This is an optimization exercise on Yosys and OpenROAD, whose aim is small area and a short achievable clock period, not a production implementation. Where RTL was checked, it was by simulation tests only, not by an equivalence proof against the original. Function not checked in runs 2 to 6: the RTL went through the layout flow alone.

## design/flow/config.mk

```make
export PLATFORM = sky130hd
export DESIGN_NAME = cnn_accelerator
export DESIGN_NICKNAME = cnn_accelerator
export VERILOG_FILES = /design/flow/design.v
export SDC_FILE = /design/flow/constraint.sdc
export NUM_CORES = 4
export LEC_CHECK = 0
export CAP_MARGIN = 20
export CORE_MARGIN = 2
export CORE_UTILIZATION = 40
export SLEW_MARGIN = 20
```

## design/flow/constraint.sdc

```tcl
create_clock -name core_clock -period 6.0 [get_ports {clk}]
set_input_delay 1.2000 -clock core_clock [delete_from_list [all_inputs] [get_ports {clk}]]
set_output_delay 1.2000 -clock core_clock [all_outputs]
set_load 0.01 [all_outputs]
```

## design/flow/design.v

```verilog
module kernel_rom (
    input [1:0] kernel_size,
    input [5:0] addr,   
    output reg signed [7:0] kernel_val
);
    always @(*) begin
        case (kernel_size)
            2'b00: begin  
                case (addr)
                    0, 6: kernel_val = 1;
                    1, 7: kernel_val = 0;
                    2, 8: kernel_val = -1;
                    3, 5: kernel_val = 2;
                    4: kernel_val = 0;
                    default: kernel_val = -2;
                endcase
            end
            2'b01: begin  
                case (addr)
                    0, 4, 20, 24: kernel_val = 1;
                    1, 3, 21, 23: kernel_val = 2;
                    2, 22: kernel_val = 4;
                    5, 15: kernel_val = 3;
                    10, 14: kernel_val = 6;
                    6, 18: kernel_val = -1;
                    7, 17: kernel_val = -2;
                    8, 16: kernel_val = -4;
                    default: kernel_val = 0;
                endcase
            end
            2'b10: begin  
                kernel_val = (addr[0] == 1'b0) ? 1 : -1;
            end
            default: kernel_val = 0;
        endcase
    end
endmodule
module pe (
    input clk,
    input reset,
    input signed [7:0] pixel,
    input signed [7:0] weight,
    input signed [15:0] partial_sum_in,
    output reg signed [15:0] partial_sum_out
);
    always @(posedge clk or posedge reset) begin
        if (reset)
            partial_sum_out <= 0;
        else
            partial_sum_out <= partial_sum_in + (pixel * weight);
    end
endmodule
module systolic_array (
    input clk,
    input reset,
    input [1:0] kernel_size,
    input [7:0] pixel_in,
    output reg signed [15:0] conv_result
);
    reg [5:0] index;
    wire signed [7:0] kernel_val;
    reg signed [15:0] partial_sum;
    wire signed [15:0] pe_sum;
    kernel_rom kr (
        .kernel_size(kernel_size),
        .addr(index),
        .kernel_val(kernel_val)
    );
    pe pe_inst (
        .clk(clk),
        .reset(reset),
        .pixel(pixel_in),
        .weight(kernel_val),
        .partial_sum_in(partial_sum),
        .partial_sum_out(pe_sum)
    );
    always @(posedge clk or posedge reset) begin
        if (reset) begin
            index <= 0;
            partial_sum <= 0;
            conv_result <= 0;
        end else begin
            if ((kernel_size == 2'b00 && index < 9) ||
                (kernel_size == 2'b01 && index < 25) ||
                (kernel_size == 2'b10 && index < 49)) begin
                partial_sum <= pe_sum;
                index <= index + 1;
            end else begin
                conv_result <= partial_sum;
                index <= 0;
                partial_sum <= 0;
            end
        end
    end
endmodule
module cnn_accelerator (
    input clk,
    input reset,
    input [7:0] pixel_in,
    input [1:0] kernel_size,
    output reg detected
);
    wire signed [15:0] conv_result;
    systolic_array sa (
        .clk(clk),
        .reset(reset),
        .kernel_size(kernel_size),
        .pixel_in(pixel_in),
        .conv_result(conv_result)
    );
    always @(posedge clk or posedge reset) begin
        if (reset)
            detected <= 0;
        else begin
            case (kernel_size)
                2'b00: detected <= (conv_result > 16'sd200);
                2'b01: detected <= (conv_result > 16'sd500);
                2'b10: detected <= (conv_result > 16'sd1000);
                default: detected <= 0;
            endcase
        end
    end
endmodule
```

## design/flow/run.sh

```bash
#!/bin/bash
# synth_recipe.tcl (not shown) runs the flow's synth.tcl, then flattens the netlist and writes it again
# the make line also repeats each setting of config.mk as NAME=value (left out here)
make -C /OpenROAD-flow-scripts/flow DESIGN_CONFIG=/design/flow/config.mk WORK_HOME=/design/flow/orfs CLKGATE_MAP_FILE= SYNTH_SCRIPT=/design/flow/synth_recipe.tcl finish
```

==> impl_metrics.csv, run 1 <==
group,metric,value,unit
run_status,status,"finished clean",
sta,fin_crit_sh,96.79,%
detailed_routing,routed.top_layer,"met4",
layout,drive_gt1_share,25.75,%
clock_tree,cts.sinks,55,
setup_path,ff2ff_setup_slack,300,ps
clock_tree,cts_buffers,5,
sta,worstMarginPinSlew,710.2,ps
detailed_routing,wl_per_cell,16.19,um
flow_run,maxCapViolations,0,
detailed_routing,routed_via_density,5.136,
placed_design,globalplace.congestion,0.8508,
grt,first_global_vias,3650,
yosys,synth_top_area_share,27.89,%
yosys,synth_common_cells,"66 x fa_1, 55 x dfrtp_1, 44 x ha_1, 41 x inv_1, 24 x nor2_1",
grt,grt_overflow,0,
yosys,synth_top_cell_by_area,"dfrtp_1",
sta,slew-limit-headroom,52.65,%
clock_tree,clk_latency,300,ps
setup_path,end_kind,"register",
yosys,syn_nets,556,
yosys,synth-edff-count,0,
setup_path,worstPathMaxFanout,7,
sta,clock.fmax,0.1722,GHz
setup_path,critical_path_class,"in2reg",
detailed_routing,wl_met3,304,um
sta,setup_violations,0,
detailed_routing,drtIter0Drc,198,
floorplan,num_rows,40,
sta,final-hold-violation-count,0,
yosys,ys_warn_count,4,
setup_path,critPathArrivalTime,6010,ps
detailed_routing,dr.pass1.iters,5,
grt,grt_pass1_wl,18160,um
min_path,holdCritPathClass,"reg2reg",
grt,grt.total_usage,17.84,%
yosys,synth_area_leaders,"dfrtp_1 28%, fa_1 27%, ha_1 11%, inv_1 3.1%, xnor2_1 2.7%",
clock_tree,clk_pin_slew_worst_paths,80,ps
setup_path,crit_required,6200,ps
detailed_routing,drcViolationCount,0,
yosys,ys_ff_latch,55,
layout,layout.nets,622,
placed_design,hpwl,8328,um
floorplan,ios,13,
sta,maxSlewViolCount,0,
yosys,netlist_area,4935,um2
yosys,ys_types,55,
detailed_routing,ant_nets,0,
yosys,ys_seq_area_share,27.89,%
floorplan,core-area,12010,um2
detailed_routing,wl_met2,5227,um
detailed_routing,drt-met1-wl,4698,um
grt,grt_antenna_before_repair,0,
yosys,synth-async-reset-ratio,100.0,%
placed_design,port_buffers,12,
detailed_routing,vias,3328,
layout,fin_cells,648,
floorplan,die_w,115.1,um
layout,diodes,0,
sta,clock_skew,4.935,ps
clock_tree,cts_tree,"done",
clock_tree,hold_buffers,0,
grt,grt_max_degree,56,
floorplan,die_area,13240,um2
yosys,syn_avg_cell_area,11.37,um2
clock_tree,htreeDepth,2,
setup_path,startpoint_type,"input port",
yosys,synthFlopType,"dfrtp_1",
yosys,syn_inst,434,
layout,area_growth,23.20,%
placed_design,dp_cells,626,
sta,setup_tns,0,ps
clock_tree,cts_root_buf,"clkbuf_16",
clock_tree,clock_path_buffers,2,
detailed_routing,wl,10490,um
yosys,yosysMostFrequentCell,"fa_1",
sta,post-route-min-period,5807,ps
floorplan,die_h,115.1,um
floorplan,initial_core_util,41.08,%
per-stage QoR:
step | cell area (um2) | hold slack, ps | worst slack [ps] | util [%]
2_1_floorplan | 5035 | 397.6 | 21.11 | -
3_3_place_gp | 5629 | 408.5 | -731.4 | 46.86
3_5_place_dp | 5629 | 418.7 | -791.7 | 46.86
4_1_cts | 5914 | 429.0 | -1.272 | 49.24
5_1_grt | 6080 | 460.1 | -4.542 | 50.61
6_report | 6080 | 428.2 | 192.7 | 50.61
cell families (layout without fill, tap and decap cells):
family                   Yosys count  after routing  synth area share, %
XOR/XNOR                          21             21                3.727
multiplexers                      17             17                3.829
AO/OA/AOI/OAI                     53             53                8.291
adder cells (fa/ha/maj)          110            110                37.93
AND/OR/NAND/NOR                  117            117                13.13
flip-flops                        55             55                27.89
buffers and inverters             61            128                5.198
path summary, 6_finish.rpt:
path / startpoint / end / depth (start not counted)
min reg2reg: sa.conv_result[15]$_DFFE_PP0P_ / detected$_DFF_PP0_ / 1
max reg2reg: sa.index[0]$_DFF_PP0_ / sa.pe_inst.partial_sum_out[14]$_DFF_PP0_ / 24
max in group asynchronous: reset / sa.conv_result[7]$_DFFE_PP0P_ / 3
min: sa.conv_result[15]$_DFFE_PP0P_ / detected$_DFF_PP0_ / 1
min in group asynchronous: reset / sa.index[1]$_DFF_PP0_ / 3
max: kernel_size[0] / sa.pe_inst.partial_sum_out[14]$_DFF_PP0_ / 20
area by class of cell:
| cell class | count | area, um2 |
|---|---|---|
| Fill cell | 1052 | 5932 |
| Multi-Input combinational cell | 318 | 3573 |
| Sequential cell | 55 | 1379 |
| Timing Repair Buffer | 74 | 608.1 |
| Tap cell | 147 | 183.9 |
| Inverter | 45 | 168.9 |
| Clock buffer | 6 | 138.9 |
| Clock inverter | 2 | 20.02 |
| Timing Repair inverter | 1 | 7.507 |
worst max-delay path, cell delays in order:
cell        delay, ps
buf_6             110
nor3b_2           160
a21boi_4          170
o31ai_4           350
clkinvlp_4        220
buf_4             160
and2_4            120
ha_1              260
inv_1              40
fa_1              500
inv_2              40
fa_1              530
fa_1              440
fa_1              550
ha_4              230
a21oi_4           130
o21bai_2          110
a2111oi_4         340
nor2_2             80
o311ai_1          260
sequential cells by signal, summed over array words and instances (netlist names):
signal                      cells
sa.conv_result                 16
detected                        1
sa.partial_sum                 16
sa.pe_inst.partial_sum_out     16
sa.index                        6
placed cells by master (no fill, tap or decap), types with 5 or more instances in the layout:
cell,count
nor2_1,23
inv_2,6
nand2_1,17
clkdlybuf4s50_1,10
a21oi_1,9
buf_4,60
ha_4,7
ha_1,36
fa_1,64
mux2_1,10
mux2_2,5
xor2_1,6
and2_4,5
and2_1,10
xnor2_1,15
clkbuf_16,5
inv_1,39
dfrtp_1,53
nand2b_1,13
and3_1,19
per-layer routing:
layer	vias to the layer above	track usage, %
met5	-	0
met1	1684	23.40
li1	1574	-
met2	49	30.20
met4	0	5.703
met3	21	3.163
timing repair:
| action | in CTS | in global routing |
|---|---|---|
| endpoints found under the setup margin | 6 | 5 |
| setup buffers | 6 | 6 |
| gates resized for setup | 31 | 21 |
| pin swaps | 22 | 27 |
| gates cloned | 1 | 0 |
==> inputs of run 2 (changes only) <==
==> design/flow/design.v (replaced) <==
module kernel_rom (
    input [1:0] kernel_size,
    input [5:0] addr,
    output reg [3:0] wcode
);
    localparam [3:0] W0  = 4'b0011,
                     WP1 = 4'b0000, WN1 = 4'b0100,
                     WP2 = 4'b0001, WN2 = 4'b0101,
                     WP4 = 4'b0010, WN4 = 4'b0110,
                     WP3 = 4'b1000, WP6 = 4'b1001;
    always @(*) begin
        case (kernel_size)
            2'b00: begin  
                case (addr)
                    0, 6: wcode = WP1;
                    1, 7: wcode = W0;
                    2, 8: wcode = WN1;
                    3, 5: wcode = WP2;
                    4: wcode = W0;
                    default: wcode = WN2;
                endcase
            end
            2'b01: begin  
                case (addr)
                    0, 4, 20, 24: wcode = WP1;
                    1, 3, 21, 23: wcode = WP2;
                    2, 22: wcode = WP4;
                    5, 15: wcode = WP3;
                    10, 14: wcode = WP6;
                    6, 18: wcode = WN1;
                    7, 17: wcode = WN2;
                    8, 16: wcode = WN4;
                    default: wcode = W0;
                endcase
            end
            2'b10: wcode = addr[0] ? WN1 : WP1;  
            default: wcode = W0;
        endcase
    end
endmodule
module pe (
    input signed [15:0] acc,
    input signed [10:0] term,
    input dbl,
    input neg,
    output signed [15:0] sum_out
);
    wire signed [15:0] t1 = term;
    wire signed [15:0] t2 = dbl ? (t1 <<< 1) : 16'sd0;
    assign sum_out = acc + t1 + t2 + {15'd0, neg};
endmodule
module systolic_array (
    input clk,
    input reset,
    input [1:0] kernel_size,
    input [7:0] pixel_in,
    output reg [2:0] cmp_q
);
    reg [5:0] index;
    reg wr_q;
    reg [9:0] term_q;
    reg neg_q, dbl_q;
    reg signed [15:0] ps_q, ps_d;
    wire [3:0] wcode;
    kernel_rom kr (.kernel_size(kernel_size), .addr(index), .wcode(wcode));
    wire run = (kernel_size == 2'b00 && index < 9) ||
               (kernel_size == 2'b01 && index < 25) ||
               (kernel_size == 2'b10 && index < 49);
    wire signed [9:0] px = {{2{pixel_in[7]}}, pixel_in};
    reg signed [9:0] sh;
    always @(*) begin
        case (wcode[1:0])
            2'd0: sh = px;
            2'd1: sh = px <<< 1;
            2'd2: sh = px <<< 2;
            default: sh = 10'sd0;
        endcase
    end
    wire [9:0] term_d = wcode[2] ? ~sh : sh;
    wire signed [15:0] partial_sum = wr_q ? 16'sd0 : ps_q;
    wire signed [15:0] pe_sum;
    pe pe_inst (.acc(ps_d), .term({term_q[9], term_q}), .dbl(dbl_q), .neg(neg_q),
                .sum_out(pe_sum));
    always @(posedge clk or posedge reset) begin
        if (reset) begin
            index <= 0;
            wr_q <= 0;
            term_q <= 0;
            neg_q <= 0;
            dbl_q <= 0;
            ps_q <= 0;
            ps_d <= 0;
            cmp_q <= 0;
        end else begin
            term_q <= term_d;
            neg_q <= wcode[2];
            dbl_q <= wcode[3];
            ps_q <= pe_sum;
            ps_d <= partial_sum;
            wr_q <= !run;
            if (run) begin
                index <= index + 1;
            end else begin
                index <= 0;
                cmp_q <= {partial_sum > 16'sd1000, partial_sum > 16'sd500,
                          partial_sum > 16'sd200};
            end
        end
    end
endmodule
module cnn_accelerator (
    input clk,
    input reset,
    input [7:0] pixel_in,
    input [1:0] kernel_size,
    output reg detected
);
    wire [2:0] cmp;
    systolic_array sa (
        .clk(clk),
        .reset(reset),
        .kernel_size(kernel_size),
        .pixel_in(pixel_in),
        .cmp_q(cmp)
    );
    always @(posedge clk or posedge reset) begin
        if (reset)
            detected <= 0;
        else begin
            case (kernel_size)
                2'b00: detected <= cmp[0];
                2'b01: detected <= cmp[1];
                2'b10: detected <= cmp[2];
                default: detected <= 0;
            endcase
        end
    end
endmodule
==> run 2 against run 1 <==
  * Global-route usage is 2.3 points lower
  * Critical endpoint is now sa.term_q[5]$_DFF_PP0_
  * Cell count fell by 26%
  * Still clean on timing, DRC and antenna
==> impl_metrics.csv, run 2 <==
group,metric,value,unit
run_status,status,"finished clean",
floorplan,ios,13,
yosys,synthXorXnorAreaFrac,5.395,%
sta,worstMarginPinSlew,860.9,ps
detailed_routing,ant_nets,0,
setup_path,end_kind,"register",
grt,first_global_vias,2603,
yosys,synth_top_area_share,36.86,%
detailed_routing,drcViolationCount,0,
detailed_routing,dr.pass1.iters,4,
floorplan,die_h,100.6,um
clock_tree,cts_root_buf,"clkbuf_8",
sta,slew-limit-headroom,42.00,%
layout,utilization,43.40,%
yosys,ys_warn_count,3,
clock_tree,cts_resized,0,
yosys,synth-edff-count,0,
setup_path,crit_chain,"clkdlybuf4s50_1 -> or4_4 -> a21oi_1 -> o31a_2 -> o21ai_0 -> o221ai_1",
yosys,synth_compound_area_share,17.23,%
yosys,synth_common_cells,"55 x dfrtp_1, 29 x inv_1, 23 x a21oi_1, 21 x nor2_1, 20 x ha_1",
yosys,synth_fa_ha_area_share,15.28,%
layout,diodes,0,
setup_path,crit_required,6210,ps
detailed_routing,wl_per_cell,15.13,um
clock_tree,cts_setup_buffers,0,
setup_path,cp_slowest_cell,"or4_4",
yosys,ys_types,69,
layout,reg.largest.list,"sa.ps_d: 16 flops, sa.ps_q: 16 flops, sa.term_q: 10 flops",
yosys,synth_top_cell_by_area,"dfrtp_1",
grt,grt_overflow,0,
yosys,syn_avg_cell_area,10.29,um2
clock_tree,cts_tree,"done",
clock_tree,htreeDepth,2,
placed_design,globalplace.congestion,0.8044,
sta,final-hold-violation-count,0,
detailed_routing,wl,7264,um
grt,grt.total_usage,15.54,%
flow_run,maxCapViolations,0,
floorplan,core-area,9153,um2
placed_design,hpwl,5491,um
yosys,synth_area_leaders,"dfrtp_1 37%, fa_1 8.6%, ha_1 6.7%, xnor2_1 4.5%, a21oi_1 3.1%",
sta,setup_tns,0,ps
floorplan,die_area,10120,um2
yosys,syn_inst,363,
setup_path,cpPeakStageDelay,610,ps
clock_tree,cts.sinks,55,
detailed_routing,drtIter0Drc,99,
yosys,synth-async-reset-ratio,100.0,%
setup_path,startpoint_type,"input port",
grt,grt_max_degree,56,
yosys,netlist_area,3734,um2
sta,clock_skew,11.30,ps
setup_path,critical_path_class,"in2reg",
sta,post-route-min-period,3422,ps
grt,grt_antenna_before_repair,0,
layout,design_area,3973,um2
detailed_routing,vias,2582,
yosys,syn_nets,411,
yosys,ys_seq_area_share,36.86,%
sta,rsz0062_at_grt,"false",
placed_design,place_area,3885,um2
sta,fin_crit_sh,57.04,%
floorplan,initial_core_util,40.79,%
grt,grt_pass1_wl,12680,um
layout,drive_gt1_share,11.11,%
layout,layout.nets,417,
min_path,holdCritPathClass,"reg2reg",
sta,setup_violations,0,
detailed_routing,routed_via_density,5.379,
layout,fill_cells,880,
clock_tree,clk_latency,300,ps
yosys,yosys.area_share.simple,17.83,%
layout,final_common_cell,"dfrtp_1",
setup_path,worstPathMaxFanout,16,
floorplan,num_rows,35,
floorplan,die_w,100.6,um
clock_tree,hold_buffers,0,
yosys,ys_ff_latch,55,
setup_path,critPathArrivalTime,3630,ps
clock_tree,clock_path_buffers,2,
clock_tree,cts_buffers,5,
layout,area_growth,6.401,%
yosys,yosysMostFrequentCell,"dfrtp_1",
sta,clock.fmax,0.2922,GHz
yosys,synthFlopType,"dfrtp_1",
sta,maxSlewViolCount,0,
yosys,muxShareOfSynthArea,1.408,%
clock_tree,clk_pin_slew_worst_paths,90,ps
placed_design,port_buffers,12,
yosys,synth_top_family_by_area,"simple AND/OR/NAND/NOR gates",
layout,final_cell_mix,"55 x dfrtp_1, 28 x inv_1, 23 x a21oi_1",
-- run 2: cell types whose count changed after synthesis, sizes merged, moves of 10 or more --
cell | previous run | this run
o21ai | 5 | 16
nand2b | 14 | 4
nor2b | 4 | 17
mux2 | 15 | 2
ha | 44 | 20
and3 | 20 | 3
fa | 66 | 16
a21oi | 11 | 23
inv | 45 | 29
-- run 2: logic make-up after synthesis --
kind of cell               count (synthesis)
xor gates and xnor gates                  23
buffers and inverters                     43
DFF                                       55
AOI/OAI and AO/OA                         87
and+or+nand+nor                          114
muxes                                      5
adders and majority gates                 36
-- run 2: final timing paths --
check | slack (ps) | endpoint | from | depth (start not counted)
setup / recovery | 2580 | sa.term_q[5]$_DFF_PP0_ | kernel_size[0] | 6
hold / removal | 510 | detected$_DFF_PP0_ | sa.cmp_q[2]$_DFFE_PP0P_ | 2
setup reg to reg | 2710 | sa.ps_q[13]$_DFF_PP0_ | sa.dbl_q$_DFF_PP0_ | 12
hold reg to reg | 510 | detected$_DFF_PP0_ | sa.cmp_q[2]$_DFFE_PP0P_ | 2
max in group asynchronous | 4150 | sa.index[0]$_DFF_PP0_ | reset | 3
min in group asynchronous | 1400 | sa.term_q[6]$_DFF_PP0_ | reset | 3
-- run 2: layout make-up --
cell class                 instances  area, um2  area share, %
multi-input combinational        265       2133          53.70
sequential                        55       1376          34.65
timing repair buffer              13      127.6          3.213
clock inverter                     1      5.005         0.1260
clock buffer                       6      82.58          2.079
tap                              111      138.9          3.496
inverter                          29      108.9          2.740
-- run 2: metrics by stage --
| step | hold slack, ps | instances | setup slack (ps) |
|---|---|---|---|
| 2_1_floorplan | 444.4 | 363 | 3162 |
| 3_3_place_gp | 489.5 | 473 | 2372 |
| 3_5_place_dp | 501.2 | 473 | 2313 |
| 4_1_cts | 516.0 | 480 | 2630 |
| 5_1_grt | 548.5 | 480 | 2355 |
| 6_report | 513.2 | 480 | 2578 |
-- run 2: layer usage --
layer / track usage [%] / routed length, um
met5: 0 / 0
met4: 3.477 / 79
met3: 2.080 / 146
met2: 25.03 / 3420
met1: 22.38 / 3618
-- run 2: worst max-delay path, delay by kind of cell --
kind	cells	cell delay, ps
simple gates	1	610
compound gates	4	1230
buf+inv	1	580
==> inputs of run 3 (changes only) <==
--- a/design/flow/config.mk
+++ b/design/flow/config.mk
@@ -7,2 +7,3 @@
 export LEC_CHECK = 0
+export ABC_CLOCK_PERIOD_IN_PS = 2500
 export CAP_MARGIN = 20
@@ -10,2 +11,3 @@
 export CORE_UTILIZATION = 40
+export SETUP_SLACK_MARGIN = 3.5
 export SLEW_MARGIN = 20
==> run 3 against run 2 <==
  * Register-to-register slack improved by 500 ps
  * Non-clock buffer count rose by 16
  * Worst setup slack improved by 640 ps
  * Worst hold slack worse by 9.3 ps
  * Critical path type is now reg2reg
==> impl_metrics.csv, run 3 <==
group,metric,value,unit
setup_path,worstPathMaxFanout,7,
placed_design,hpwl,5445,um
yosys,ys_warn_count,3,
sta,rsz0062_at_grt,"true",
floorplan,die_h,100.6,um
yosys,netlist_area,3734,um2
setup_path,cpPeakStageDelay,520,ps
sta,clock_skew,12.19,ps
grt,grt_overflow,0,
grt,grt_util_met3,1.734,%
yosys,syn_avg_cell_area,10.29,um2
yosys,syn_nets,411,
detailed_routing,dr.pass1.iters,5,
clock_tree,cts.sinks,55,
placed_design,globalplace.congestion,0.8252,
sta,clock.fmax,0.3589,GHz
layout,final_cell_mix,"50 x dfrtp_1, 26 x inv_1, 21 x a21oi_1",
sta,slew-limit-headroom,54.48,%
grt,top_usage_layer,"met2",
yosys,syn_inst,363,
setup_path,end_kind,"register",
yosys,synth_common_cells,"55 x dfrtp_1, 29 x inv_1, 23 x a21oi_1, 21 x nor2_1, 20 x ha_1",
grt,grt.total_usage,16.13,%
floorplan,num_rows,35,
layout,drive_gt1_share,24.74,%
sta,worstMarginPinSlew,682.8,ps
setup_path,critPathArrivalTime,3030,ps
clock_tree,cts_buffers,5,
placed_design,port_buffers,12,
sta,maxSlewViolCount,0,
layout,final_common_cell,"dfrtp_1",
clock_tree,cts_root_buf,"clkbuf_8",
sta,setup_violations,0,
detailed_routing,wl,7756,um
sta,post-route-min-period,2786,ps
setup_path,cp_slowest_cell,"fa_1",
detailed_routing,drcViolationCount,0,
detailed_routing,wl_per_cell,15.54,um
yosys,yosysMostFrequentCell,"dfrtp_1",
placed_design,place_worst_setup_slack,2479,ps
layout,reg.largest.list,"sa.ps_d: 16 flops, sa.ps_q: 16 flops, sa.term_q: 10 flops",
clock_tree,htreeDepth,2,
run_status,status,"finished clean",
grt,grt_antenna_before_repair,0,
floorplan,ios,13,
detailed_routing,ant_nets,0,
sta,final-hold-violation-count,0,
floorplan,core-area,9153,um2
layout,fill_cells,838,
min_path,holdCritPathClass,"reg2reg",
flow_run,maxCapViolations,0,
yosys,synth_top_cell_by_area,"dfrtp_1",
sta,fin_crit_sh,46.44,%
floorplan,die_w,100.6,um
floorplan,die_area,10120,um2
layout,layout.nets,435,
layout,diodes,0,
yosys,ys_ff_latch,55,
setup_path,crit_chain,"and2_1 -> fa_1 -> ha_4 -> nor2b_2 -> o211ai_1 -> a31oi_2 -> a221o_1 -> o41ai_2 -> xnor2_1",
setup_path,startpoint_type,"register",
yosys,synthFlopType,"dfrtp_1",
yosys,ys_seq_area_share,36.86,%
setup_path,crit_required,6240,ps
grt,first_global_vias,2736,
grt,met2_usage,26.41,%
detailed_routing,drtIter0Drc,97,
yosys,synth-async-reset-ratio,100.0,%
clock_tree,clk_latency,320,ps
detailed_routing,vias,2685,
yosys,synth-edff-count,0,
yosys,synth_top_area_share,36.86,%
clock_tree,cts_tree,"done",
sta,setup_tns,0,ps
grt,met1_usage,22.42,%
yosys,ys_types,69,
floorplan,initial_core_util,40.79,%
setup_path,critical_path_class,"reg2reg",
clock_tree,clk_pin_slew_worst_paths,100,ps
grt,grt_max_degree,56,
detailed_routing,routed_via_density,5.381,
grt,grt_pass1_wl,13050,um
yosys,synth_area_leaders,"dfrtp_1 37%, fa_1 8.6%, ha_1 6.7%, xnor2_1 4.5%, a21oi_1 3.1%",
setup_path,ff2ff_setup_slack,3210,ps
sta,final.setup.worst_slack,3214,ps
layout,area_growth,16.96,%
clock_tree,clock_path_buffers,2,
## run 3: cell counts after synthesis
Identical to the previous run, type by type.
## run 3: cell families after synthesis
| kind of cell | Yosys count | share of synthesized area (%) |
|---|---|---|
| DFF | 55 | 36.86 |
| xor gates and xnor gates | 23 | 5.395 |
| and+or+nand+nor | 114 | 17.83 |
| adders and majority gates | 36 | 15.28 |
| AOI/OAI and AO/OA | 87 | 17.23 |
| buffers and inverters | 43 | 5.999 |
| muxes | 5 | 1.407 |
## run 3: critical path: cells and delay by family (launching register included)
family	cells	cell delay [ps]
AO/OA/AOI/OAI	4	1010
XOR/XNOR	1	160
adder cells (fa/ha/maj)	2	740
flip-flops	1	480
AND/OR/NAND/NOR	2	320
## run 3: per-stage QoR
| stage | util, % | cells | hold slack, ps | area (um2) |
|---|---|---|---|---|
| global route | 47.71 | 499 | 545.4 | 4367 |
| detailed placement | 43.02 | 473 | 494.9 | 3938 |
| global placement | 43.02 | 473 | 490.7 | 3938 |
| floorplan | - | 363 | 444.4 | 3797 |
| CTS | 45.91 | 492 | 525.6 | 4202 |
| finish | 47.71 | 499 | 503.9 | 4367 |
## run 3: worst paths after layout
check                                        start                     end  depth (start not counted)
hold reg to reg            sa.cmp_q[2]$_DFFE_PP0P_      detected$_DFF_PP0_                          2
setup reg to reg                sa.dbl_q$_DFF_PP0_   sa.ps_q[15]$_DFF_PP0_                          9
min in group asynchronous                    reset    sa.ps_d[7]$_DFF_PP0_                          3
setup / recovery                sa.dbl_q$_DFF_PP0_   sa.ps_q[15]$_DFF_PP0_                          9
max in group asynchronous                    reset  sa.term_q[9]$_DFF_PP0_                          3
hold / removal             sa.cmp_q[2]$_DFFE_PP0P_      detected$_DFF_PP0_                          2
## run 3: final cells by class
type / count / area, um2 / share of cell area (%)
well taps: 111 / 138.9 / 3.181
multi-input cells: 267 / 2376 / 54.41
repair buffers: 29 / 265.3 / 6.074
flip-flops and latches: 55 / 1383 / 31.66
inverters: 29 / 112.6 / 2.579
clock inverters: 3 / 22.52 / 0.5158
clock buffers: 5 / 68.82 / 1.576
## run 3: timing repair
item                                    in CTS  in global routing
gates cloned                                 0                  2
hold buffers                                 0                  0
setup buffers                               11                  5
endpoints found under the setup margin      24                 19
gates resized for setup                     35                 24
pin swaps                                   20                 18
endpoints found under the hold margin        0                  0
## run 3: layer usage
| metal | wire length (um) | vias up |
|---|---|---|
| li1 | - | 1318 |
| met1 | 3677 | 1319 |
| met2 | 3791 | 38 |
| met3 | 150 | 10 |
| met4 | 136 | 0 |
| met5 | 0 | - |
==> inputs of run 4 (changes only) <==
--- a/design/flow/config.mk
+++ b/design/flow/config.mk
@@ -7,3 +7,3 @@
 export LEC_CHECK = 0
-export ABC_CLOCK_PERIOD_IN_PS = 2500
+export ABC_CLOCK_PERIOD_IN_PS = 2000
 export CAP_MARGIN = 20
@@ -11,3 +11,3 @@
 export CORE_UTILIZATION = 40
-export SETUP_SLACK_MARGIN = 3.5
+export SETUP_SLACK_MARGIN = 4.0
 export SLEW_MARGIN = 20
==> run 4 against run 3 <==
  * Maximum frequency fell by 0.32%
  * Cell area rose by 11%
  * Register-to-register slack barely moved
  * Wire length rose by 11%
  * Non-clock buffer count rose by 23
  * Critical path depth did not move
  * Critical path type unchanged
  * Global-route usage rose by 1.5 points
  * Clock skew fell by 4.4 ps
  * Highest routed layer unchanged
  * Sequential share of layout area fell by 3.1 points
==> impl_metrics.csv, run 4 <==
group,metric,value,unit
setup_path,startpoint_type,"register",
layout,final_common_cell,"dfrtp_1",
setup_path,critPathArrivalTime,3030,ps
yosys,synthFlopType,"dfrtp_1",
clock_tree,hold_buffers,0,
yosys,netlist_area,3734,um2
grt,first_global_vias,2856,
layout,fin_cells,522,
detailed_routing,wl,8585,um
yosys,syn_inst,363,
setup_path,end_kind,"register",
placed_design,globalplace.congestion,0.8842,
floorplan,die_w,100.6,um
min_path,min_from,"sa.ps_q[7]$_DFF_PP0_",
yosys,ys_warn_count,3,
clock_tree,cts_root_buf,"clkbuf_8",
setup_path,r2r-end,"sa.ps_q[15]$_DFF_PP0_",
min_path,holdCritPathClass,"reg2reg",
placed_design,dp_cells,473,
yosys,ys_types,69,
clock_tree,cts_buffers,5,
sta,rsz0062_at_grt,"true",
sta,fin_crit_sh,46.59,%
grt,grt_pass1_wl,14120,um
sta,setup_violations,0,
detailed_routing,routed_via_density,5.443,
sta,worstMarginPinSlew,487.0,ps
yosys,synth-edff-count,0,
layout,drive_gt1_share,40.39,%
yosys,synth_top_cell_by_area,"dfrtp_1",
placed_design,place_area,3998,um2
sta,maxSlewViolCount,0,
floorplan,initial_core_util,40.79,%
placed_design,hpwl,5443,um
detailed_routing,drtIter0Drc,78,
setup_path,rr_startpoint,"sa.dbl_q$_DFF_PP0_",
clock_tree,clock_path_buffers,2,
setup_path,ff2ff_setup_slack,3200,ps
grt,grt_max_degree,56,
detailed_routing,drcViolationCount,0,
yosys,syn_avg_cell_area,10.29,um2
sta,post-route-min-period,2795,ps
detailed_routing,wl_per_cell,16.45,um
clock_tree,htreeDepth,2,
sta,clock.fmax,0.3577,GHz
floorplan,die_area,10120,um2
setup_path,reg2regPathDepth,9,
clock_tree,cts.sinks,55,
min_path,worstHoldEndpoint,"sa.ps_d[7]$_DFF_PP0_",
detailed_routing,ant_nets,0,
yosys,yosysMostFrequentCell,"dfrtp_1",
flow_run,maxCapViolations,0,
yosys,ys_seq_area_share,36.86,%
yosys,yosys.area_share.simple,17.83,%
clock_tree,cts_tree,"done",
floorplan,die_h,100.6,um
sta,hold_slack,510.8,ps
detailed_routing,vias,2841,
layout,design_area,4856,um2
setup_path,crit_required,6240,ps
sta,clock_skew,7.773,ps
layout,reg.largest.list,"sa.ps_d: 16 flops, sa.ps_q: 16 flops, sa.term_q: 10 flops",
clock_tree,clk_latency,310,ps
min_path,holdPathStages,1,
layout,diodes,0,
layout,layout.nets,458,
floorplan,ios,13,
yosys,synth_common_cells,"55 x dfrtp_1, 29 x inv_1, 23 x a21oi_1, 21 x nor2_1, 20 x ha_1",
yosys,ys_ff_latch,55,
yosys,muxShareOfSynthArea,1.408,%
sta,setup_tns,0,ps
sta,slew-limit-headroom,67.53,%
grt,grt_overflow,0,
run_status,status,"finished clean",
yosys,synth_compound_area_share,17.23,%
yosys,synth_fa_ha_area_share,15.28,%
yosys,synth-async-reset-ratio,100.0,%
clock_tree,clk_pin_slew_worst_paths,100,ps
setup_path,worstPathMaxFanout,6,
yosys,synthXorXnorAreaFrac,5.395,%
layout,final_cell_mix,"47 x dfrtp_1, 26 x inv_1, 25 x buf_4",
yosys,synth_area_leaders,"dfrtp_1 37%, fa_1 8.6%, ha_1 6.7%, xnor2_1 4.5%, a21oi_1 3.1%",
layout,area_growth,30.06,%
yosys,synth_top_area_share,36.86,%
floorplan,num_rows,35,
yosys,synth_top_family_by_area,"simple AND/OR/NAND/NOR gates",
grt,grt.total_usage,17.62,%
floorplan,core-area,9153,um2
yosys,syn_nets,411,
layout,fill_cells,783,
sta,final-hold-violation-count,0,
detailed_routing,dr.pass1.iters,4,
placed_design,port_buffers,12,
setup_path,critical_path_class,"reg2reg",
grt,grt_antenna_before_repair,0,
==> run 4: through the flow <==
stage | utilization, % | setup slack [ps]
floorplan | - | 3222
global placement | 43.68 | 2592
detailed placement | 43.68 | 2529
CTS | 49.83 | 3149
global route | 53.06 | 3074
finish | 53.06 | 3205
==> run 4: cell families (layout without fill, tap and decap cells) <==
kind of cell,after synthesis,count (layout)
fa+ha+maj,36,36
mux,5,5
flops,55,55
xor+xnor,23,23
buf+inv,43,89
compound gates,87,87
simple gates,114,116
==> run 4: worst max path at each step <==
| stage | start | endpoint |
|---|---|---|
| floorplan | kernel_size[0] | sa.term_q[1]$_DFF_PP0_ |
| global placement | kernel_size[0] | sa.term_q[3]$_DFF_PP0_ |
| detailed placement | kernel_size[0] | sa.term_q[3]$_DFF_PP0_ |
| CTS | sa.dbl_q$_DFF_PP0_ | sa.ps_q[15]$_DFF_PP0_ |
| global route | sa.dbl_q$_DFF_PP0_ | sa.ps_q[15]$_DFF_PP0_ |
| finish | sa.dbl_q$_DFF_PP0_ | sa.ps_q[15]$_DFF_PP0_ |
==> run 4: area by class of cell <==
class | count | area (um2) | area share, %
multi-input combinational | 267 | 2635 | 54.26
sequential | 55 | 1386 | 28.55
timing repair buffer | 52 | 491.7 | 10.13
tap | 111 | 138.9 | 2.860
inverter | 29 | 115.1 | 2.371
clock buffer | 5 | 68.82 | 1.417
clock inverter | 3 | 20.02 | 0.4123
==> run 4: worst max-delay path, cell delays in order, from the launching register on <==
cell and delay, ps:
dfrtp_2 470, buf_4 160, and2_4 160, fa_1 590
ha_4 230, and3_1 220, nor2b_1 170, a221o_1 340
o41ai_2 250, xnor2_1 160
==> run 4: timing repair <==
action                     in CTS  in global routing
gates resized for setup        75                 54
pin swaps                      32                 23
gates cloned                    2                  0
setup endpoints to repair      39                 36
setup buffers                  27                 12
==> run 4: per-layer routing <==
metal  vias up  track usage (%)  part of all wire (%)
met5         -                0                     0
met4         0            4.531                   1.2
met3         9            2.427                   2.7
met2        43            30.36                    52
met1      1423            23.39                    44
li1       1366                -                     -
==> inputs of run 5 (changes only) <==
--- a/design/flow/design.v
+++ b/design/flow/design.v
@@ -41,11 +41,17 @@
 module pe (
-    input signed [15:0] acc,
-    input signed [10:0] term,
+    input [15:0] acc,
+    input [10:0] term,
     input dbl,
     input neg,
-    output signed [15:0] sum_out
+    output [7:0] sum_lo,
+    output [7:0] sum_hi,
+    output c8
 );
-    wire signed [15:0] t1 = term;
-    wire signed [15:0] t2 = dbl ? (t1 <<< 1) : 16'sd0;
-    assign sum_out = acc + t1 + t2 + {15'd0, neg};
+    wire [15:0] a = acc;
+    wire [15:0] b = {{5{term[10]}}, term};
+    wire [15:0] c = dbl ? {{4{term[10]}}, term, 1'b0} : 16'd0;
+    wire [15:0] s = a ^ b ^ c;
+    wire [15:0] k = (a & b) | (a & c) | (b & c);
+    assign {c8, sum_lo} = {1'b0, s[7:0]} + {1'b0, k[6:0], neg};
+    assign sum_hi = s[15:8] + k[14:7];
 endmodule
@@ -56,9 +62,12 @@
     input [7:0] pixel_in,
-    output reg [2:0] cmp_q
+    output [1:0] level
 );
     reg [5:0] index;
-    reg wr_q;
+    reg run_q, live_q, wrp_q;
+    reg [1:0] lvl_q;
     reg [9:0] term_q;
     reg neg_q, dbl_q;
-    reg signed [15:0] ps_q, ps_d;
+    reg [7:0] ps_hi, ps_lo;
+    reg ps_c8;
+    reg signed [15:0] ps_d;
     wire [3:0] wcode;
@@ -79,6 +88,21 @@
     wire [9:0] term_d = wcode[2] ? ~sh : sh;
-    wire signed [15:0] partial_sum = wr_q ? 16'sd0 : ps_q;
-    wire signed [15:0] pe_sum;
+    wire [15:0] ps_full = {ps_hi + {7'd0, ps_c8}, ps_lo};
+    wire [15:0] partial_sum = run_q ? ps_full : 16'd0;
+    wire [7:0] sum_lo, sum_hi;
+    wire c8;
     pe pe_inst (.acc(ps_d), .term({term_q[9], term_q}), .dbl(dbl_q), .neg(neg_q),
-                .sum_out(pe_sum));
+                .sum_lo(sum_lo), .sum_hi(sum_hi), .c8(c8));
+    wire gt200 = ps_d > 16'sd200;
+    wire gt500 = ps_d > 16'sd500;
+    wire gt1000 = ps_d > 16'sd1000;
+    assign level = wrp_q ? {gt500, gt1000 | (gt200 & ~gt500)} : lvl_q;
+    always @(posedge clk) begin
+        term_q <= term_d;
+        neg_q <= wcode[2];
+        dbl_q <= wcode[3];
+        ps_lo <= sum_lo;
+        ps_hi <= sum_hi;
+        ps_c8 <= c8;
+        ps_d <= partial_sum;
+    end
     always @(posedge clk or posedge reset) begin
@@ -86,23 +110,15 @@
             index <= 0;
-            wr_q <= 0;
-            term_q <= 0;
-            neg_q <= 0;
-            dbl_q <= 0;
-            ps_q <= 0;
-            ps_d <= 0;
-            cmp_q <= 0;
+            run_q <= 0;
+            live_q <= 0;
+            wrp_q <= 0;
+            lvl_q <= 0;
         end else begin
-            term_q <= term_d;
-            neg_q <= wcode[2];
-            dbl_q <= wcode[3];
-            ps_q <= pe_sum;
-            ps_d <= partial_sum;
-            wr_q <= !run;
-            if (run) begin
+            live_q <= 1'b1;
+            run_q <= run & live_q;
+            wrp_q <= !run;
+            lvl_q <= level;
+            if (run)
                 index <= index + 1;
-            end else begin
+            else
                 index <= 0;
-                cmp_q <= {partial_sum > 16'sd1000, partial_sum > 16'sd500,
-                          partial_sum > 16'sd200};
-            end
         end
@@ -117,3 +133,3 @@
 );
-    wire [2:0] cmp;
+    wire [1:0] lvl;
     systolic_array sa (
@@ -123,3 +139,3 @@
         .pixel_in(pixel_in),
-        .cmp_q(cmp)
+        .level(lvl)
     );
@@ -130,5 +146,5 @@
             case (kernel_size)
-                2'b00: detected <= cmp[0];
-                2'b01: detected <= cmp[1];
-                2'b10: detected <= cmp[2];
+                2'b00: detected <= |lvl;
+                2'b01: detected <= lvl[1];
+                2'b10: detected <= &lvl;
                 default: detected <= 0;
--- a/design/flow/config.mk
+++ b/design/flow/config.mk
@@ -7,3 +7,3 @@
 export LEC_CHECK = 0
-export ABC_CLOCK_PERIOD_IN_PS = 2000
+export ABC_CLOCK_PERIOD_IN_PS = 2500
 export CAP_MARGIN = 20
@@ -11,3 +11,3 @@
 export CORE_UTILIZATION = 40
-export SETUP_SLACK_MARGIN = 4.0
+export SETUP_SLACK_MARGIN = 3.5
 export SLEW_MARGIN = 20
==> run 5 against run 4 <==
  * Still clean
  * Wire length is 24% lower
  * Synthesized area fell by 4.9%
  * Clock skew barely moved
  * Synthesized cell count down 2.2%
  * First-iteration DRC count decreased by 33%
  * Global-route usage down 2.9 points
  * Cell count decreased by 7.1%
==> impl_metrics.csv, run 5 <==
group,metric,value,unit
run_status,status,"finished clean",
yosys,syn_avg_cell_area,10.01,um2
detailed_routing,drcViolationCount,0,
setup_path,r2r-end,"sa.ps_lo[7]$_DFF_P_",
yosys,synthXorXnorAreaFrac,9.369,%
sta,clock_skew,7.928,ps
grt,grt_max_degree,22,
min_path,min_from,"sa.ps_lo[4]$_DFF_P_",
setup_path,worstPathMaxFanout,9,
layout,layout.nets,424,
sta,maxSlewViolCount,0,
detailed_routing,drtIter0Drc,52,
floorplan,num_rows,34,
sta,setup_tns,0,ps
yosys,muxShareOfSynthArea,3.170,%
grt,grt_pass1_wl,11390,um
sta,post-route-min-period,2454,ps
yosys,ys_ff_latch,57,
setup_path,crit_path_start,"kernel_size[0]",
layout,diodes,0,
placed_design,dp_cells,463,
sta,slew-limit-headroom,50.86,%
sta,worstMarginPinSlew,737.1,ps
yosys,ys_types,62,
floorplan,die_area,9650,um2
clock_tree,cts.sinks,57,
layout,final_common_cell,"dfxtp_1",
detailed_routing,vias,2445,
floorplan,ios,13,
yosys,synth-async-reset-ratio,21.05,%
yosys,netlist_area,3552,um2
clock_tree,cts_root_buf,"clkbuf_8",
clock_tree,cts_buffers,9,
yosys,synthFlopType,"dfxtp_1",
layout,multi_input_comb_area,2266,um2
floorplan,die_w,98.24,um
yosys,synth_top_family_by_area,"simple AND/OR/NAND/NOR gates",
layout,drive_gt1_share,14.59,%
clock_tree,cts_tree,"done",
layout,regArea,1209,um2
clock_tree,hold_buffers,0,
sta,rsz0062_at_grt,"true",
layout,reg.largest.list,"sa.ps_d: 16 flops, sa.term_q: 10 flops",
yosys,ys_seq_area_share,33.81,%
yosys,syn_inst,355,
detailed_routing,wl_per_cell,13.49,um
layout,largest_register_ffs,16,
yosys,syn_nets,407,
layout,final_cell_mix,"43 x dfxtp_1, 31 x xnor2_1, 27 x and2_1, 27 x ha_1, 26 x nor2_1",
placed_design,port_buffers,12,
sta,clock.fmax,0.4075,GHz
setup_path,crit_required,6200,ps
grt,grt_overflow,0,
placed_design,hpwl,4831,um
setup_path,cp_slowest_cell,"o41a_1",
detailed_routing,dr.pass1.iters,4,
yosys,synth_top_cell_by_area,"dfxtp_1",
detailed_routing,ant_nets,0,
setup_path,reg2regPathDepth,9,
clock_tree,clock_path_buffers,2,
layout,area_growth,14.12,%
yosys,synth_top_area_share,25.36,%
placed_design,globalplace.congestion,0.8117,
layout,top_register,"sa.ps_d",
yosys,synth-edff-count,0,
yosys,yosys.area_share.simple,18.28,%
setup_path,rr_startpoint,"sa.dbl_q$_DFF_P_",
yosys,synth_compound_area_share,14.12,%
sta,final-hold-violation-count,0,
setup_path,critPathCapture,"sa.term_q[4]$_DFF_P_",
min_path,holdPathStages,1,
grt,grt_antenna_before_repair,0,
floorplan,die_h,98.24,um
setup_path,crit_chain,"buf_6 -> or3_4 -> o41a_1 -> nand2_1 -> o211ai_1 -> mux2i_1 -> xnor2_1",
yosys,ys_warn_count,3,
setup_path,end_kind,"register",
setup_path,critPathArrivalTime,2650,ps
setup_path,ff2ff_setup_slack,3570,ps
setup_path,crit_family,"compound AO/OA/AOI/OAI gates",
grt,first_global_vias,2404,
setup_path,critical_path_class,"in2reg",
layout,fill_cells,828,
yosys,synth_common_cells,"45 x dfxtp_1, 31 x xnor2_1, 29 x ha_1, 28 x and2_1, 26 x nor2_1",
min_path,holdCritPathClass,"reg2reg",
yosys,yosysMostFrequentCell,"dfxtp_1",
detailed_routing,wl,6545,um
sta,setup_violations,0,
yosys,synth_fa_ha_area_share,16.70,%
yosys,synth_area_leaders,"dfxtp_1 25%, ha_1 10%, dfrtp_1 8.5%, xnor2_1 7.6%, fa_1 6.2%",
layout,fin_cells,485,
flow_run,maxCapViolations,0,
setup_path,cp.depth,7,
setup_path,cpPeakStageDelay,450,ps
sta,fin_crit_sh,40.90,%
floorplan,initial_core_util,40.93,%
floorplan,core-area,8678,um2
clock_tree,clk_latency,340,ps
grt,grt.total_usage,14.74,%
setup_path,path_buf_inv,1,
setup_path,startpoint_type,"input port",
clock_tree,htreeDepth,3,
clock_tree,clk_pin_slew_worst_paths,60,ps
detailed_routing,routed_via_density,5.041,
[run 5: changes by cell type after synthesis, sizes merged, moves of 9 or more]
cell   previous run  this run
ha               20        29
nand2            14        25
nor2b            17         5
dfrtp            55        12
a21oi            23        13
and2             15        28
dfxtp             0        45
o21ai            16         7
xnor2            19        31
inv              29        13
[run 5: cells by family (layout without fill, tap and decap cells)]
kind of cell,Yosys count,count (layout)
AO/OA/AOI/OAI,61,61
XOR/XNOR,38,38
adder cells (fa/ha/maj),41,41
buffers and inverters,25,47
flip-flops,57,57
multiplexers,11,11
other,1,1
AND/OR/NAND/NOR,121,121
[run 5: final cells by class]
type	instances	area share (%)
clock inverter	5	1.944
tap	108	3.333
sequential	57	29.81
multi-input combinational	273	55.89
timing repair buffer	18	4.321
inverter	13	1.204
clock buffer	11	3.488
[run 5: through the flow]
step	setup slack, ps	instance area [um2]	hold slack (ps)	util, %
6_report	3546	4054	434.3	46.71
5_1_grt	3494	4054	443.7	46.71
4_1_cts	3474	4005	436.4	46.15
3_5_place_dp	2554	3706	420.4	42.70
3_3_place_gp	2630	3706	413.4	42.70
2_1_floorplan	3342	3557	411.9	-
[run 5: what timing repair did]
action | CTS | global route
buffers inserted | 3 | 3
pin swaps | 10 | 8
resized for setup | 18 | 11
cloned | 0 | 0
setup endpoints to repair | 15 | 14
[run 5: worst min-delay path by stage]
stage / endpoint / slack, ps
floorplan: sa.ps_d[0]$_SDFF_PN0_ / 410
global placement: sa.ps_d[6]$_SDFF_PN0_ / 410
detailed placement: sa.ps_d[2]$_SDFF_PN0_ / 420
CTS: sa.ps_d[6]$_SDFF_PN0_ / 440
global route: sa.ps_d[5]$_SDFF_PN0_ / 440
finish: sa.ps_d[4]$_SDFF_PN0_ / 430
[run 5: routing by layer]
| metal | up-vias | wire length, um | global-route usage [%] |
|---|---|---|---|
| met5 | - | 0 | 0 |
| met4 | 0 | 113 | 5.058 |
| met3 | 11 | 181 | 4.366 |
| met2 | 28 | 3010 | 22.81 |
| met1 | 1150 | 3239 | 19.78 |
| li1 | 1256 | - | - |
[run 5: worst register-to-register path: stages, from the launching register on]
cell	delay, ps
dfxtp_4	360
and2_4	140
fa_1	490
ha_1	300
a21o_1	170
a21oi_2	160
nor2b_1	70
o21a_1	180
o41a_1	320
xor2_1	150
==> inputs of run 6 (changes only) <==
--- a/design/flow/config.mk
+++ b/design/flow/config.mk
@@ -7,3 +7,3 @@
 export LEC_CHECK = 0
-export ABC_CLOCK_PERIOD_IN_PS = 2500
+export ABC_CLOCK_PERIOD_IN_PS = 2200
 export CAP_MARGIN = 20
@@ -11,3 +11,3 @@
 export CORE_UTILIZATION = 40
-export SETUP_SLACK_MARGIN = 3.5
+export SETUP_SLACK_MARGIN = 3.8
 export SLEW_MARGIN = 20
==> run 6 against run 5 <==
  * Non-clock buffer count rose by 11
  * Critical endpoint is now sa.ps_lo[7]$_DFF_P_
  * Highest routed layer unchanged
  * Synthesized cell count did not move
  * Worst hold slack got worse by 2.3 ps
  * Core utilization rose by 1.4 points
==> impl_metrics.csv, run 6 <==
group,metric,value,unit
sta,setup_violations,0,
setup_path,end_kind,"register",
clock_tree,clk_latency,330,ps
layout,multi_input_comb_area,2307,um2
yosys,ys_warn_count,3,
sta,clock.fmax,0.4105,GHz
placed_design,port_buffers,12,
clock_tree,cts_tree,"done",
setup_path,path_buf_inv,0,
layout,final_common_cell,"dfxtp_1",
setup_path,crit_required,6220,ps
setup_path,worstPathMaxFanout,6,
min_path,holdCritPathClass,"reg2reg",
layout,area_growth,17.54,%
sta,setup_tns,0,ps
setup_path,crit_family,"compound AO/OA/AOI/OAI gates",
placed_design,hpwl,5000,um
floorplan,die_w,98.24,um
grt,grt_antenna_before_repair,0,
min_path,min_from,"sa.ps_lo[0]$_DFF_P_",
detailed_routing,dr.pass1.iters,6,
yosys,synth-async-reset-ratio,21.05,%
yosys,ys_seq_area_share,33.81,%
layout,top_register,"sa.ps_d",
sta,fin_crit_sh,40.60,%
yosys,synth_top_area_share,25.36,%
detailed_routing,drcViolationCount,0,
setup_path,cp_slowest_cell,"fa_1",
yosys,synth-edff-count,0,
yosys,synthFlopType,"dfxtp_1",
layout,layout.nets,435,
floorplan,die_area,9650,um2
setup_path,cpPeakStageDelay,480,ps
yosys,syn_avg_cell_area,10.01,um2
setup_path,critPathArrivalTime,2650,ps
clock_tree,clk_pin_slew_worst_paths,70,ps
layout,utilization,48.11,%
layout,final_cell_mix,"43 x dfxtp_1, 31 x xnor2_1, 27 x ha_1",
detailed_routing,ant_nets,0,
setup_path,startpoint_type,"register",
detailed_routing,wl_per_cell,13.66,um
clock_tree,hold_buffers,0,
yosys,netlist_area,3552,um2
placed_design,place_worst_setup_slack,2563,ps
grt,grt_overflow,0,
layout,fin_cells,496,
layout,fill_cells,809,
yosys,synth_top_cell_by_area,"dfxtp_1",
grt,first_global_vias,2575,
run_status,status,"finished clean",
yosys,syn_inst,355,
detailed_routing,routed_via_density,5.034,
layout,regArea,1211,um2
floorplan,ios,13,
sta,maxSlewViolCount,0,
layout,diodes,0,
yosys,yosysMostFrequentCell,"dfxtp_1",
detailed_routing,drtIter0Drc,58,
floorplan,num_rows,34,
grt,grt_pass1_wl,11900,um
clock_tree,cts_buffers,9,
yosys,ys_types,62,
placed_design,dp_cells,463,
floorplan,core-area,8678,um2
clock_tree,htreeDepth,3,
grt,grt.total_usage,15.32,%
floorplan,die_h,98.24,um
layout,largest_register_ffs,16,
sta,post-route-min-period,2436,ps
setup_path,critical_path_class,"reg2reg",
yosys,syn_nets,407,
detailed_routing,wl,6776,um
setup_path,rr_startpoint,"sa.dbl_q$_DFF_P_",
grt,grt_max_degree,22,
detailed_routing,vias,2497,
placed_design,globalplace.congestion,0.8099,
clock_tree,cts.sinks,57,
flow_run,maxCapViolations,0,
layout,drive_gt1_share,20.88,%
yosys,synth_area_leaders,"dfxtp_1 25%, ha_1 10%, dfrtp_1 8.5%, xnor2_1 7.6%, fa_1 6.2%",
layout,reg.largest.list,"sa.ps_d: 16 flops, sa.term_q: 10 flops",
setup_path,crit_chain,"and2_4 -> fa_1 -> ha_1 -> a21o_1 -> a21oi_2 -> nor2b_1 -> o21a_1 -> o41a_1 -> xor2_1",
yosys,ys_ff_latch,57,
setup_path,crit_path_start,"sa.dbl_q$_DFF_P_",
sta,clock_skew,12.96,ps
sta,final.setup.worst_slack,3564,ps
yosys,synth_common_cells,"45 x dfxtp_1, 31 x xnor2_1, 29 x ha_1, 28 x and2_1, 26 x nor2_1",
clock_tree,cts_root_buf,"clkbuf_8",
sta,final-hold-violation-count,0,
floorplan,initial_core_util,40.93,%
clock_tree,clock_path_buffers,2,
sta,rsz0062_at_grt,"true",
==> run 6: cell families (layout without fill, tap and decap cells) <==
group | Yosys count | in the layout | synth area share (%)
compound gates | 61 | 61 | 14.12
buf+inv | 25 | 58 | 4.438
other cells | 1 | 1 | 0.1056
fa+ha+maj | 41 | 41 | 16.70
xor+xnor | 38 | 38 | 9.370
simple gates | 121 | 121 | 18.28
mux | 11 | 11 | 3.170
flops | 57 | 57 | 33.81
==> run 6: path summary, 6_finish.rpt <==
path                                         end  slack, ps  cells after the start
setup / recovery             sa.ps_lo[7]$_DFF_P_       3560                      9
hold / removal             sa.ps_d[0]$_SDFF_PN0_        430                      1
setup reg to reg             sa.ps_lo[7]$_DFF_P_       3560                      9
hold reg to reg            sa.ps_d[0]$_SDFF_PN0_        430                      1
max in group asynchronous  sa.index[2]$_DFF_PP0_       4490                      2
min in group asynchronous     detected$_DFF_PP0_       1180                      2
==> run 6: cell type report <==
class / count / area share, %
Clock buffer: 13 / 3.806
Clock inverter: 3 / 0.9589
Inverter: 13 / 1.229
Multi-Input combinational cell: 273 / 55.26
Sequential cell: 57 / 29.01
Tap cell: 108 / 3.236
Timing Repair Buffer: 29 / 6.503
==> run 6: what timing repair did <==
| item | 4_1_cts | 5_1_grt |
|---|---|---|
| setup endpoints to repair | 26 | 19 |
| pin swaps | 16 | 19 |
| buffers inserted | 14 | 3 |
| cloned | 0 | 0 |
| gates resized for setup | 29 | 18 |
==> run 6: layer usage <==
layer	vias up	wire length, um	GRT usage [%]
li1	1280	-	-
met2	23	3320	24.66
met1	1182	3143	19.56
met3	12	191	4.653
met5	-	0	0
met4	0	121	5.479
==> run 6: metrics by stage <==
stage	hold slack [ps]	cell area, um2
detailed placement	423.4	3741
global placement	414.4	3741
finish	432.0	4175
floorplan	411.9	3592
global route	446.1	4175
CTS	433.5	4089

-- port drivers added, routing unchanged --
The flow's constraints put no driver on any port. The routed layouts listed below were extracted and timed again, unchanged, in two steps. Step 1 assumes that a clkbuf_16 drives the clock port and a buf_2 every other input. Step 2 also shifts input and output timing later by t, the mid clock arrival at the registers, as if the neighbouring blocks saw the same clock. Slacks: no drivers / after step 1 / after step 2; pairs: no drivers / after step 1.
run | shift t [ns] | setup WS [ns] | hold slack, ns | worst register clock-pin slew, ns | pins driven straight from the clock port
run 1 | 0.336 | 0.193 / 0.200 / -0.136 | 0.428 / 0.428 / 0.428 | 0.08 / 0.08 | 1
run 2 | 0.331 | 2.578 / 2.590 / 2.259 | 0.513 / 0.513 / 0.513 | 0.10 / 0.10 | 1
run 3 | 0.344 | 3.214 / 3.214 / 3.204 | 0.504 / 0.504 / 0.504 | 0.11 / 0.11 | 1
run 4 | 0.332 | 3.205 / 3.205 / 3.205 | 0.511 / 0.511 / 0.511 | 0.10 / 0.10 | 1
run 5 | 0.368 | 3.546 / 3.546 / 3.178 | 0.434 / 0.434 / 0.434 | 0.07 / 0.07 | 1
run 6 | 0.357 | 3.564 / 3.561 / 3.203 | 0.432 / 0.432 / 0.432 | 0.07 / 0.07 | 1
Met with ideal ports but missed after step 2: setup timing in run 1. For run 5, which loses most, drivers alone change the setup slack by 0.000 ns; drivers and shift together by -0.368 ns.
